This design comes from an exercise in tuning for small area, a short achievable clock period and few clock cycles on the open sky130 flow, not from production work.
At most, simulation tests tie the RTL to the original design; equivalence was not proved.
Power figures rest on the tool's default switching activity, not on a simulated workload.

// FAdd
module FAdd(
    input rst,
    input clk,
    input  [31:0]               a,
    input  [31:0]               b,
    output reg [31:0]           c,
    output reg [2:0]            state
);
    wire a_s = a[31];
    wire b_s = b[31];
    wire [7:0] a_e = a[30:23];
    wire [7:0] b_e = b[30:23];
    wire a_h = |a_e;
    wire b_h = |b_e;
    wire a_max = &a_e;
    wire b_max = &b_e;
    wire a_mz = ~|a[22:0];
    wire b_mz = ~|b[22:0];
    wire a_inf = a_max & a_mz;
    wire b_inf = b_max & b_mz;
    wire any_nan = (a_max & ~a_mz) | (b_max & ~b_mz) | (a_inf & b_inf & (a_s ^ b_s));
    wire any_inf = a_inf | b_inf;
    wire swap;
    fa_gt #(31) u_cmp(.a(b[30:0]), .b(a[30:0]), .gt(swap));
    wire [7:0] ea1 = {a_e[7:1], a_e[0] | ~a_h};    
    wire [7:0] eb1 = {b_e[7:1], b_e[0] | ~b_h};
    wire [7:0] d = swap ? eb1 - ea1 : ea1 - eb1;
    wire [7:0] e_big = swap ? eb1 : ea1;
    wire s_big = swap ? b_s : a_s;
    wire [23:0] m_big = swap ? {b_h, b[22:0]} : {a_h, a[22:0]};
    wire [23:0] m_sml = swap ? {a_h, a[22:0]} : {b_h, b[22:0]};
    wire sub = a_s ^ b_s;
    wire [4:0] sh = d[4:0] | {5{|d[7:5]}};
    reg [25:0] al;
    reg        sticky;
    integer k;
    always @* begin
        al = {m_sml, 2'b00};
        sticky = 1'b0;
        for (k = 4; k >= 0; k = k - 1)
            if (sh[k]) begin
                sticky = sticky | |(al & ((26'd1 << (1 << k)) - 1));
                al = al >> (1 << k);
            end
    end
  ...
For scale: about 1100 cells after synthesis, about 41 flip-flops, roughly 100 I/O pins.
export LEC_CHECK = 0
export ABC_AREA = 1
export CAP_MARGIN = 20
export CORE_MARGIN = 2
export CORE_UTILIZATION = 40
export SETUP_SLACK_MARGIN = 1.5
export SLEW_MARGIN = 20
create_clock -name core_clock -period 10.0 [get_ports {clk}]
standard.sh (not shown) runs the stock make flow with config.mk's settings and CLKGATE_MAP_FILE= SYNTH_SCRIPT=/design/flow/synth_recipe.tcl, a recipe that flattens the netlist after the stock synthesis.
==> flow/flow/run.sh <==
#!/bin/bash
# Layout flow: the standard flow (standard.sh) with two changes.
#  1. Synthesis is the standard synthesis script, except that ABC maps
#     the logic with flow/map.abc instead of ORFS's abc_area.script.  All
#     other synthesis steps, and so every register, are unchanged.
#  2. buffer_ports uses sky130_fd_sc_hd__buf_2 for the port buffers (every
#     input and output still gets its own buffer).
set -euo pipefail
W=$(pwd)
cat > "$W/my_synth.tcl" <<EOT
proc abc {args} {
  set i [lsearch -exact \$args -script]
  if {\$i >= 0} { lset args [expr {\$i+1}] $W/flow/map.abc }
  yosys abc {*}\$args
}
source $W/synth_recipe.tcl
EOT
sed "s#SYNTH_SCRIPT=[^ ]*#SYNTH_SCRIPT=$W/my_synth.tcl#" standard.sh > my_standard.sh
grep -q "SYNTH_SCRIPT=$W/my_synth.tcl" my_standard.sh
export BUFFER_PORTS_ARGS="-buffer_cell sky130_fd_sc_hd__buf_2"
bash my_standard.sh > standard.log 2>&1
==> flow/flow/map.abc <==
&get -n
&st
&dch
&nf -R 1000
&put
topo
stime -c
buffer -c
upsize -c
dnsize -c
The starting point completed with no timing, DRC or antenna violations.
Rerun with:
--- a/flow/config.mk
+++ b/flow/config.mk
@@ -11,3 +11,3 @@
 export CORE_UTILIZATION = 40
-export SETUP_SLACK_MARGIN = 1.5
+export SETUP_SLACK_MARGIN = 1.0
 export SLEW_MARGIN = 20
After rerunning: The changed run completed with no timing, DRC or antenna violations. Global-route usage barely changes. Power decreases by 2.3%. Setup slack is worse by 0.32 ns. Routed wire length goes down by about 3.6%. Flip-flop and latch count is unchanged. Area after synthesis is unchanged. Cell count falls by about 1.1%. Sequential power is about the same. Clock skew stays flat. Synthesized cell count is unchanged.
Rerun with:
--- a/flow/config.mk
+++ b/flow/config.mk
@@ -11,3 +11,3 @@
 export CORE_UTILIZATION = 40
-export SETUP_SLACK_MARGIN = 1.0
+export SETUP_SLACK_MARGIN = 0.5
 export SLEW_MARGIN = 20
Via count stays flat.
Die area is unchanged.
Final area goes down by 0.53%.
Setup slack got worse by 0.20 ns.
Worst hold slack stays flat.
Clock skew barely changes.
First-iteration DRC count shrinks by 1.6%.
Clock-buffer cell count stays the same.
Wire length stays flat.
Core utilization is lower by 0.24 points.
Flip-flop and latch count stays the same.
Rerun with:
==> flow/flow/map.abc (replaced) <==
strash
dch
amap
topo
stime -c
buffer -c
upsize -c
dnsize -c
--- a/flow/config.mk
+++ b/flow/config.mk
@@ -11,3 +11,3 @@
 export CORE_UTILIZATION = 40
-export SETUP_SLACK_MARGIN = 0.5
+export SETUP_SLACK_MARGIN = 1.0
 export SLEW_MARGIN = 20
Result:
- non-clock buffer count went up by 19
- total power stays flat
- first-iteration DRC count went up by 97%
No functional check of the RTL was part of any run of this note.

The RTL this note starts from:
==> flow/design.v <==
module FAdd(
    input rst,
    input clk,
    input  [31:0]               a,
    input  [31:0]               b,
    output reg [31:0]           c,
    output reg [2:0]            state
);
    wire a_s = a[31];
    wire b_s = b[31];
    wire [7:0] a_e = a[30:23];
    wire [7:0] b_e = b[30:23];
    wire a_h = |a_e;
    wire b_h = |b_e;
    wire a_max = &a_e;
    wire b_max = &b_e;
    wire a_mz = ~|a[22:0];
    wire b_mz = ~|b[22:0];
    wire a_inf = a_max & a_mz;
    wire b_inf = b_max & b_mz;
    wire any_nan = (a_max & ~a_mz) | (b_max & ~b_mz) | (a_inf & b_inf & (a_s ^ b_s));
    wire any_inf = a_inf | b_inf;
    wire swap, same;
    fa_gt #(31) u_cmp(.a(b[30:0]), .b(a[30:0]), .gt(swap), .eq(same));
    wire [7:0] ea1 = {a_e[7:1], a_e[0] | ~a_h};    
    wire [7:0] eb1 = {b_e[7:1], b_e[0] | ~b_h};
    wire [7:0] d = swap ? eb1 - ea1 : ea1 - eb1;
    wire [7:0] e_big = swap ? eb1 : ea1;
    wire s_big = swap ? b_s : a_s;
    wire [23:0] m_big = swap ? {b_h, b[22:0]} : {a_h, a[22:0]};
    wire [23:0] m_sml = swap ? {a_h, a[22:0]} : {b_h, b[22:0]};
    wire sub = a_s ^ b_s;
    wire big = |d[7:5];
    reg [25:0] t;
    reg        st;
    integer k;
    always @* begin
        t = {m_sml, 2'b00};
        st = 1'b0;
        for (k = 0; k < 5; k = k + 1)
            if (d[k]) begin
                st = st | |(t & ((26'd1 << (1 << k)) - 1));
                t = t >> (1 << k);
            end
    end
    wire [25:0] al = big ? 26'd0 : t;
    wire sticky = big ? |m_sml : st;
    wire [27:0] op_s = {1'b0, al, sticky};
    wire [27:0] sum;
    fa_add #(28) u_add(.x({1'b0, m_big, 3'b000}), .y(op_s ^ {28{sub}}), .ci(sub), .s(sum));
    reg first_n;               
    reg [27:0] r_sum;
    reg [7:0]  r_e;
    reg        r_s;
    reg        r_nan;
    reg        r_inf;
    always @(posedge clk) begin
        first_n <= rst;
        if (!first_n) begin
            r_sum <= sum;
            r_e   <= e_big;
            r_s   <= s_big & ~(sub & same);    
            r_nan <= any_nan;
            r_inf <= any_inf;
        end
    end
    reg [27:0] lim;
    integer i;
    always @* begin
        for (i = 0; i < 28; i = i + 1)
            lim[i] = (r_e == 27 - i);
    end
    wire [27:0] lz_in = r_sum | lim;
    wire [4:0] lz;
    fa_lzc u_lzc(.x({lz_in, 4'b0000}), .n(lz), .zero());
    wire [27:0] n = r_sum << lz;
    wire [7:0] ex = {8{n[27]}} & (r_e + 8'd1 - {3'b0, lz});
    wire rnd = n[3] & (n[2] | n[1] | n[0] | n[4]);
    wire [30:0] pk;
    fa_inc #(31) u_inc(.x({ex, n[26:4]}), .ci(rnd), .s(pk));
    wire ovf = (r_e == 8'd254) & r_sum[27];
    always @* begin
        state = {3{first_n}};
        if (r_nan)
            c = 32'h7f800001;
        else if (r_inf | ovf)
            c = {r_s, 8'hff, 23'd0};
        else
            c = {r_s, pk};
    end
endmodule
module fa_add #(parameter N = 28) (
    input  [N-1:0] x,
    input  [N-1:0] y,
    input          ci,
    output [N-1:0] s
);
    localparam M = N + 1;
    reg [M-1:0] g, p, gn, pn;
    integer l, i;
    always @* begin
        g = {x & y, ci};
        p = {x ^ y, 1'b0};
        for (l = 1; l < M; l = l * 2) begin
            gn = g; pn = p;
            for (i = 0; i < M; i = i + 1)
                if ((i / l) % 2 == 1) begin
                    gn[i] = g[i] | (p[i] & g[(i/l)*l - 1]);
                    pn[i] = p[i] & p[(i/l)*l - 1];
                end
            g = gn; p = pn;
        end
    end
    assign s = x ^ y ^ g[M-2:0];
endmodule
module fa_inc #(parameter N = 31) (
    input  [N-1:0] x,
    input          ci,
    output [N-1:0] s
);
    reg [N-1:0] p, pn;
    integer l, i;
    always @* begin
        p = x;
        for (l = 1; l < N; l = l * 2) begin
            pn = p;
            for (i = 0; i < N; i = i + 1)
                if ((i / l) % 2 == 1) pn[i] = p[i] & p[(i/l)*l - 1];
            p = pn;
        end
    end
    assign s = x ^ ({p[N-2:0], 1'b1} & {N{ci}});
endmodule
module fa_gt #(parameter N = 31) (
    input  [N-1:0] a,
    input  [N-1:0] b,
    output         gt,
    output         eq
);
    reg [N-1:0] g, e, gn, en;
    integer l, i;
    always @* begin
        g = a & ~b;
        e = ~(a ^ b);
        for (l = 1; l < N; l = l * 2) begin
            gn = g; en = e;
            for (i = 0; i < N; i = i + 1)
                if ((i / l) % 2 == 1) begin
                    gn[i] = g[i] | (e[i] & g[(i/l)*l - 1]);
                    en[i] = e[i] & e[(i/l)*l - 1];
                end
            g = gn; e = en;
        end
    end
    assign gt = g[N-1];
    assign eq = e[N-1];
endmodule
module fa_lzc (
    input  [31:0] x,
    output [4:0]  n,
    output        zero
);
    reg [15:0] z0;  reg [15:0] c0;       
    reg [7:0]  z1;  reg [15:0] c1;       
    reg [3:0]  z2;  reg [11:0] c2;       
    reg [1:0]  z3;  reg [7:0]  c3;       
    integer i;
    always @* begin
        for (i = 0; i < 16; i = i + 1) begin
            z0[i] = ~x[2*i+1] & ~x[2*i];
            c0[i] = ~x[2*i+1];
        end
        for (i = 0; i < 8; i = i + 1) begin
            z1[i] = z0[2*i+1] & z0[2*i];
            c1[2*i +: 2] = z0[2*i+1] ? {1'b1, c0[2*i]} : {1'b0, c0[2*i+1]};
        end
        for (i = 0; i < 4; i = i + 1) begin
            z2[i] = z1[2*i+1] & z1[2*i];
            c2[3*i +: 3] = z1[2*i+1] ? {1'b1, c1[2*(2*i) +: 2]} : {1'b0, c1[2*(2*i+1) +: 2]};
        end
        for (i = 0; i < 2; i = i + 1) begin
            z3[i] = z2[2*i+1] & z2[2*i];
            c3[4*i +: 4] = z2[2*i+1] ? {1'b1, c2[3*(2*i) +: 3]} : {1'b0, c2[3*(2*i+1) +: 3]};
        end
    end
    assign n = z3[1] ? {1'b1, c3[3:0]} : {1'b0, c3[7:4]};
    assign zero = z3[1] & z3[0];
endmodule
Settings: LEC_CHECK=0, ABC_AREA=1, CAP_MARGIN=20, CORE_MARGIN=2, CORE_UTILIZATION=40, SETUP_SLACK_MARGIN=1.0, SLEW_MARGIN=20; clock period 10.0 ns.
==> flow/flow/map.abc <==
&get -n
&st
&dch
&nf -R 1000
&put
topo
stime -c
buffer -c
upsize -c
dnsize -c
Scripts as last shown in full above: flow/flow/run.sh
Testbench counts at the start, summed over its fixed seeds: cycles 24,000.
Next try:
- SETUP_SLACK_MARGIN: 1.0 -> 1.5
Outcome: Sequential share of layout area went down by 0.18 points. Sequential power is about the same. Design area climbs by 1.4%. Power grows by 1.2%. Worst setup slack improves by 0.25 ns. Global-route usage barely changes. Via count went up by 1.3%. Routed wire length came out higher by 1.8%. Clock power hardly moves.
Next try:
- CAP_MARGIN: 20 -> 0
- CTS_BUF_LIST: default -> sky130_fd_sc_hd__clkbuf_8
- SLEW_MARGIN: 20 -> 0
After rerunning: The new run went through all stages and came out clean; worst setup slack gains 0.019 ns; non-clock buffer count stays the same; clock-buffer cell count is unchanged; utilization went down by 0.17 points; register-to-register slack stays flat; sequential power is about the same; combinational power is about the same; fmax is about the same.

static timing again, ports no longer ideal:
The flow's constraints put no driver on any port. The routed layouts listed below were extracted and timed again, unchanged, in two steps. Step 1 (the two cells are an assumption about what drives the block):
set clk [get_ports {clk}]
set_driving_cell -lib_cell sky130_fd_sc_hd__clkbuf_16 $clk
set_driving_cell -lib_cell sky130_fd_sc_hd__buf_2 [delete_from_list [all_inputs] $clk]
Step 2 moves the port delays by t, midway between the first and last clock arrival at a register: inputs arrive t later, outputs are due t later. That takes back most of the time a late clock gives input paths. Three values: no drivers, after step 1, after step 2; two values: the first two.
run | t (ns) | setup slack, ns | slew at the worst register clock pin (ns)
the first run of note 1 | 0.309 | 1.845 / 1.857 / 1.548 | 0.06 / 0.06
the second run of note 1 | 0.310 | 1.526 / 1.539 / 1.229 | 0.06 / 0.06
the third run of note 1 | 0.310 | 1.324 / 1.336 / 1.026 | 0.06 / 0.06
the fourth run of note 1 | 0.323 | 1.297 / 1.318 / 0.995 | 0.06 / 0.06
the first run of note 2 | 0.313 | 1.636 / 1.600 / 1.331 | 0.06 / 0.06
the second run of note 2 | 0.313 | 1.886 / 1.850 / 1.601 | 0.06 / 0.06
the third run of note 2 | 0.317 | 1.905 / 1.880 / 1.598 | 0.08 / 0.08
After both steps every run listed still meets setup and hold. The setup slack of the third run of note 2, which loses most, moves by -0.025 ns with the drivers and by -0.307 ns with both steps.
